This is an optimization exercise on Yosys and OpenROAD, whose aim is small area, not a production implementation.
In this exercise RTL edits were held to simulation tests only and were not proved equivalent to the original.
Power figures rest on the tool's default switching activity, not on a simulated workload.

Setup of job 101:
## odrive_periph
module odrive_periph (
		input  wire        clk,
		input  wire        reset_n,
		input  wire [7:0]  addr,
		input  wire        wr,
		input  wire        rd,
		input  wire [31:0] wdata,
		output reg  [31:0] rdata,
		output wire [11:0] pwm_u,
		output wire [11:0] pwm_l,
		output wire [3:0]  pwm_irq,
		input  wire [1:0]  enc_a,
		input  wire [1:0]  enc_b,
		input  wire [1:0]  enc_z,
		input  wire [1:0]  adc_cmd_ready,
		output wire [1:0]  adc_cmd_valid,
		output wire [9:0]  adc_cmd_ch,
		output wire [1:0]  adc_cmd_sop,
		output wire [1:0]  adc_cmd_eop,
		input  wire [1:0]  adc_resp_valid,
		input  wire [23:0] adc_resp_data,
		input  wire [1:0]  adc_resp_sop,
		input  wire [1:0]  adc_resp_eop,
		output wire [1:0]  adc_irq
	);
export LEC_CHECK = 0
export CAP_MARGIN = 20
export CORE_MARGIN = 2
export CORE_UTILIZATION = 70
export PLACE_DENSITY = 0.78
export SLEW_MARGIN = 20
create_clock -name core_clock -period 10.0 [get_ports {clk}]
standard.sh (not shown) runs the stock make flow with config.mk's settings and CLKGATE_MAP_FILE= SYNTH_SCRIPT=/design/flow/synth_recipe.tcl, a recipe that flattens the netlist after the stock synthesis.
==> flow/flow/run.sh <==
#!/bin/bash
# The standard layout (standard.sh) with these changes:
#  - ABC maps the logic with an area-oriented script (flow/abc.script),
#    through a copy of the ORFS scripts folder that differs only in that
#    script; the synthesis is otherwise unchanged (same registers);
#  - the clock tree uses clkbuf_8 buffers, clusters of at most 14 sinks
#    within 60 um, and no dummy loads;
#  - port buffers use the smallest buffer cell.
set -euo pipefail
rm -rf scripts_mod
cp -r "$FLOW_HOME/scripts" scripts_mod
cp flow/abc.script scripts_mod/abc_speed.script
cp flow/abc.script scripts_mod/abc_area.script
export SCRIPTS_DIR="$PWD/scripts_mod"
export CTS_ARGS="-sink_clustering_enable -repair_clock_nets -dont_use_dummy_load -buf_list {sky130_fd_sc_hd__clkbuf_8} -sink_clustering_size 14 -sink_clustering_max_diameter 60"
export BUFFER_PORTS_ARGS="-buffer_cell sky130_fd_sc_hd__buf_1"
bash standard.sh > standard.log 2>&1
==> flow/flow/abc.script <==
&get -n
&st
&dch -f
&nf -a -R 1000
&put
strash
dch -f
map -a
topo
strash
&get -n
&st
&dch -f
&nf -a -R 1000
&put
strash
dch -f
map -a
topo
strash
&get -n
&st
&dch -f
&nf -a -R 1000
&put
strash
dch -f
map -a
topo
strash
&get -n
&st
&dch -f
&nf -a -R 1000
&put
Changes in job 102 relative to job 101:
Settings: CORE_UTILIZATION changed from 70 to 40; PLACE_DENSITY removed (was 0.78).
==> flow/run.sh (new file) <==
#!/bin/bash
# synth_recipe.tcl (not shown) runs the flow's synth.tcl, then flattens the netlist and writes it again
# the make line also repeats each setting of config.mk as NAME=value (left out here)
make -C /OpenROAD-flow-scripts/flow DESIGN_CONFIG=/design/flow/config.mk WORK_HOME=/design/flow/orfs CLKGATE_MAP_FILE= SYNTH_SCRIPT=/design/flow/synth_recipe.tcl finish
removed: flow/flow/run.sh
removed: flow/flow/abc.script
removed: flow/standard.sh
Findings:
Each of the runs, namely job 102 and job 101, reached the end of the flow and came out clean.
Of job 102 and job 101, the lower number of iterations in the first detailed-routing pass belongs to job 102.
Taking job 102 over job 101, the die area ratio works out to 1.9.
Lower cell area after layout among job 102 and job 101: job 101
Job 102 reports its endpoint of the most critical setup path as rdata[0] while job 101 reports rdata[2].
Global-route usage over all layers (higher): job 101
From job 101 to job 102 the numbers moved as follows: count of inverters not on the clock network in the layout higher, power now sits higher.
Largest family of logic cells by synthesized area: simple AND/OR/NAND/NOR gates -> job 102, compound AO/OA/AOI/OAI gates -> job 101
Re non-clock buffer count: job 102 and job 101 aren't equal, and the lower value belongs to job 101.
Job 102 vs. job 101: total cell area at the placement stage went up by about 10%; cell count after synthesis climbed 553; area after synthesis rose 4200 µm².
diff inputs: job 102 => job 103
Settings: a change of CAP_MARGIN from 20 to 10; a change of SLEW_MARGIN from 20 to 10; an added PLACE_DENSITY of 0.86; a change of CORE_UTILIZATION from 40 to 80.
==> flow/flow/run.sh (new file) <==
#!/bin/bash
# The standard layout (standard.sh) with these changes:
#  - ABC maps the logic with an area-oriented script (flow/abc.script),
#    through a copy of the ORFS scripts folder that differs only in that
#    script; the synthesis is otherwise unchanged (same registers);
#  - the clock tree uses clkbuf_8 buffers, clusters of at most 16 sinks
#    within 60 um, and no dummy loads;
#  - port buffers use the smallest buffer cell.
set -euo pipefail
rm -rf scripts_mod
cp -r "$FLOW_HOME/scripts" scripts_mod
cp flow/abc.script scripts_mod/abc_speed.script
cp flow/abc.script scripts_mod/abc_area.script
export SCRIPTS_DIR="$PWD/scripts_mod"
export CTS_ARGS="-sink_clustering_enable -repair_clock_nets -dont_use_dummy_load -buf_list {sky130_fd_sc_hd__clkbuf_8} -sink_clustering_size 16 -sink_clustering_max_diameter 60"
export BUFFER_PORTS_ARGS="-buffer_cell sky130_fd_sc_hd__buf_1"
bash standard.sh > standard.log 2>&1
==> flow/flow/abc.script (new file) <==
&get -n
&st
&dch -f
&nf -a -R 1000
&put
strash
dch -f
map -a
topo
strash
&get -n
&st
&dch -f
&nf -a -R 1000
&put
strash
dch -f
map -a
topo
strash
&get -n
&st
&dch -f
&nf -a -R 1000
&put
strash
dch -f
map -a
topo
strash
&get -n
&st
&dch -f
&nf -a -R 1000
&put
==> flow/standard.sh (new file) <==
#!/bin/bash
# synth_recipe.tcl (not shown) runs the flow's synth.tcl, then flattens the netlist and writes it again
# the make line also repeats each setting of config.mk as NAME=value (left out here)
make -C /OpenROAD-flow-scripts/flow DESIGN_CONFIG=/design/flow/config.mk WORK_HOME=/design/flow/orfs CLKGATE_MAP_FILE= SYNTH_SCRIPT=/design/flow/synth_recipe.tcl "${@:-finish}"
removed: flow/run.sh
==> comparison <==
Job 103 ended up with rdata[5] as its endpoint of the most critical setup path; job 102 ended up with rdata[0]. Wire length ended up about 4.7% lower on job 103 than on job 102. Of job 102 and job 103, job 102 shows the lower maximum clock rate, with job 103 above it. Pin count of the biggest net entering global routing (job 103 over job 102): decrease, 65.

## alpha
Starting RTL as in the previous note.
==> flow/design.v (excerpt) <==
module odrive_periph (
		input  wire        clk,
		input  wire        reset_n,
		input  wire [7:0]  addr,
		input  wire        wr,
		input  wire        rd,
		input  wire [31:0] wdata,
		output reg  [31:0] rdata,
		output wire [11:0] pwm_u,
		output wire [11:0] pwm_l,
		output wire [3:0]  pwm_irq,
		input  wire [1:0]  enc_a,
		input  wire [1:0]  enc_b,
		input  wire [1:0]  enc_z,
		input  wire [1:0]  adc_cmd_ready,
		output wire [1:0]  adc_cmd_valid,
		output wire [9:0]  adc_cmd_ch,
		output wire [1:0]  adc_cmd_sop,
		output wire [1:0]  adc_cmd_eop,
		input  wire [1:0]  adc_resp_valid,
		input  wire [23:0] adc_resp_data,
		input  wire [1:0]  adc_resp_sop,
		input  wire [1:0]  adc_resp_eop,
		output wire [1:0]  adc_irq
	);
export LEC_CHECK = 0
export CAP_MARGIN = 10
export CORE_MARGIN = 2
export CORE_UTILIZATION = 70
export PLACE_DENSITY = 0.78
export SLEW_MARGIN = 10
create_clock -name core_clock -period 10.0 [get_ports {clk}]
==> flow/flow/run.sh <==
#!/bin/bash
# The standard layout (standard.sh) with these changes:
#  - ABC maps the logic with an area-oriented script (flow/abc.script),
#    through a copy of the ORFS scripts folder that differs only in that
#    script; the synthesis is otherwise unchanged (same registers);
#  - the clock tree uses clkbuf_8 buffers, clusters of at most 16 sinks
#    within 60 um, and no dummy loads;
#  - port buffers use the smallest buffer cell.
set -euo pipefail
rm -rf scripts_mod
cp -r "$FLOW_HOME/scripts" scripts_mod
cp flow/abc.script scripts_mod/abc_speed.script
cp flow/abc.script scripts_mod/abc_area.script
export SCRIPTS_DIR="$PWD/scripts_mod"
export CTS_ARGS="-sink_clustering_enable -repair_clock_nets -dont_use_dummy_load -buf_list {sky130_fd_sc_hd__clkbuf_8} -sink_clustering_size 16 -sink_clustering_max_diameter 60"
export BUFFER_PORTS_ARGS="-buffer_cell sky130_fd_sc_hd__buf_1"
bash standard.sh > standard.log 2>&1
==> flow/flow/abc.script <==
&get -n
&st
&dch -f
&nf -a -R 1000
&put
strash
dch -f
map -a
topo
strash
&get -n
&st
&dch -f
&nf -a -R 1000
&put
strash
dch -f
map -a
topo
strash
&get -n
&st
&dch -f
&nf -a -R 1000
&put
strash
dch -f
map -a
topo
strash
&get -n
&st
&dch -f
&nf -a -R 1000
&put
In summary, alpha completed successfully, with a layout that passed the timing, DRC and antenna checks.
Setup changes, alpha to beta
==> flow/flow/run.sh <==
#!/bin/bash
set -euo pipefail
export CTS_ARGS="-sink_clustering_enable -repair_clock_nets -dont_use_dummy_load -buf_list {sky130_fd_sc_hd__clkbuf_4 sky130_fd_sc_hd__clkbuf_8}"
export BUFFER_PORTS_ARGS="-buffer_cell sky130_fd_sc_hd__buf_1"
bash standard.sh > standard.log 2>&1
-- flow/config.mk --
<<< alpha, line 8
export CAP_MARGIN = 10
>>> beta, line 8
export CAP_MARGIN = 20
<<< alpha, line 10
export CORE_UTILIZATION = 70
export PLACE_DENSITY = 0.78
export SLEW_MARGIN = 10
>>> beta, line 10
export CORE_UTILIZATION = 55
export PLACE_DENSITY = 0.65
export SLEW_MARGIN = 20
removed: flow/flow/abc.script
Findings:
Startpoint of the worst setup timing path: addr[0] -> alpha, addr[1] -> beta. Relative to alpha, the share of the synthesized netlist area taken by xor and xnor gates of beta is higher by 1.6 points. Against alpha, wire length of the first global-routing pass in beta came out worse. Non-clock buffer share of cell area: beta vs alpha — no meaningful difference. The final reports for beta and alpha show adder and majority cell fraction of the synthesized area higher in the former.
Relative to beta, the following input files were edited for gamma:
==> flow/flow/run.sh <==
#!/bin/bash
# The standard layout (standard.sh) with these changes:
#  - ABC maps the logic with an area-oriented script (flow/abc.script),
#    through a copy of the ORFS scripts folder that differs only in that
#    script; the synthesis is otherwise unchanged (same registers);
#  - the clock tree uses clkbuf_8 buffers, clusters of at most 14 sinks
#    within 60 um, and no dummy loads;
#  - port buffers use the smallest buffer cell.
set -euo pipefail
rm -rf scripts_mod
cp -r "$FLOW_HOME/scripts" scripts_mod
cp flow/abc.script scripts_mod/abc_speed.script
cp flow/abc.script scripts_mod/abc_area.script
export SCRIPTS_DIR="$PWD/scripts_mod"
export CTS_ARGS="-sink_clustering_enable -repair_clock_nets -dont_use_dummy_load -buf_list {sky130_fd_sc_hd__clkbuf_8} -sink_clustering_size 14 -sink_clustering_max_diameter 60"
export BUFFER_PORTS_ARGS="-buffer_cell sky130_fd_sc_hd__buf_1"
bash standard.sh > standard.log 2>&1
==> flow/flow/abc.script (new file) <==
&get -n
&st
&dch -f
&nf -a -R 1000
&put
strash
dch -f
map -a
topo
Findings:
gamma did not stop at any stage, and its layout met the timing, DRC and antenna checks. beta did not stop at any stage, and its layout met the timing, DRC and antenna checks. The fraction of area in multi-input gates reported for gamma is smaller than that of beta by 4.4 points. Compared with beta, in gamma share of the yosys chip area belonging to registers went up; number of distinct library cells after synthesis went down; post-route fraction of the period consumed by the critical path went up; placement-stage cell area went down. Between beta and gamma, number of global-route vias before repair decreased.
The inputs of delta differ from those of gamma as listed below.
-- flow/flow/run.sh --
<<< gamma, line 6
#  - the clock tree uses clkbuf_8 buffers, clusters of at most 14 sinks
>>> delta, line 6
#  - the clock tree uses clkbuf_8 buffers, clusters of at most 16 sinks
<<< gamma, line 15
export CTS_ARGS="-sink_clustering_enable -repair_clock_nets -dont_use_dummy_load -buf_list {sky130_fd_sc_hd__clkbuf_8} -sink_clustering_size 14 -sink_clustering_max_diameter 60"
>>> delta, line 15
export CTS_ARGS="-sink_clustering_enable -repair_clock_nets -dont_use_dummy_load -buf_list {sky130_fd_sc_hd__clkbuf_8} -sink_clustering_size 16 -sink_clustering_max_diameter 60"
-- flow/flow/abc.script --
<<< gamma, line 10
>>> delta, line 10
strash
&get -n
&st
&dch -f
&nf -a -R 1000
&put
strash
dch -f
map -a
topo
strash
&get -n
&st
&dch -f
&nf -a -R 1000
&put
strash
dch -f
map -a
topo
strash
&get -n
&st
&dch -f
&nf -a -R 1000
&put
-- flow/config.mk --
<<< gamma, line 8
export CAP_MARGIN = 20
>>> delta, line 8
export CAP_MARGIN = 10
<<< gamma, line 10
export CORE_UTILIZATION = 55
export PLACE_DENSITY = 0.65
export SLEW_MARGIN = 20
>>> delta, line 10
export CORE_UTILIZATION = 70
export GPL_ROUTABILITY_DRIVEN = 0
export GPL_TIMING_DRIVEN = 0
export PLACE_DENSITY = 0.78
export SLEW_MARGIN = 10
Findings:
- Global-route usage ends up higher on delta.
- [compare] base=gamma new=delta: total half-perimeter wirelength after legalization and detailed placement -1.9%, total of clock buffers placed in the layout dropped 14%, total of endpoints with negative setup slack in the final report barely changed, area fraction of clock buffers and clock inverters down 0.35 points.
- Total number of cells along the worst setup path: delta vs gamma down 2

==> what the ideal ports hide <==
No port has a modelled driver above. Below, the same layouts with a new extraction and two added sets of constraints.
Step 1, drivers: a clkbuf_16 drives clk and a buf_2 each remaining input, both assumed.
Step 2, shift: input delay + t, output delay - t, t = (earliest + latest rising clock arrival at the registers) / 2. This alone moves slack from input paths to output paths.
Slacks: ideal / step 1 / step 2; pairs: ideal / step 1.
| run | shift t [ns] | setup slack, ns | worst hold slack (ns) | clock arrival spread, ns |
|---|---|---|---|---|
| job 101 | 0.806 | 2.461 / 2.373 / 2.373 | 0.334 / 0.334 / 0.334 | 0.057 / 0.057 |
| job 102 | 0.831 | 2.166 / 2.098 / 2.098 | 0.325 / 0.325 / 0.325 | 0.031 / 0.031 |
| job 103 | 0.804 | 2.359 / 2.291 / 2.291 | 0.332 / 0.332 / 0.332 | 0.065 / 0.065 |
| alpha | 0.785 | 2.475 / 2.392 / 2.392 | 0.335 / 0.335 / 0.335 | 0.053 / 0.054 |
| beta | 0.903 | 2.472 / 2.453 / 2.453 | 0.317 / 0.317 / 0.317 | 0.077 / 0.077 |
| gamma | 0.839 | 2.395 / 2.366 / 2.366 | 0.328 / 0.328 / 0.328 | 0.061 / 0.061 |
| delta | 0.805 | 1.176 / 1.145 / 1.145 | 0.300 / 0.300 / 0.300 | 0.073 / 0.073 |
After both steps every run listed still meets setup and hold. For job 101, which loses most, drivers alone change the setup slack by -0.088 ns; drivers and shift together by -0.088 ns.
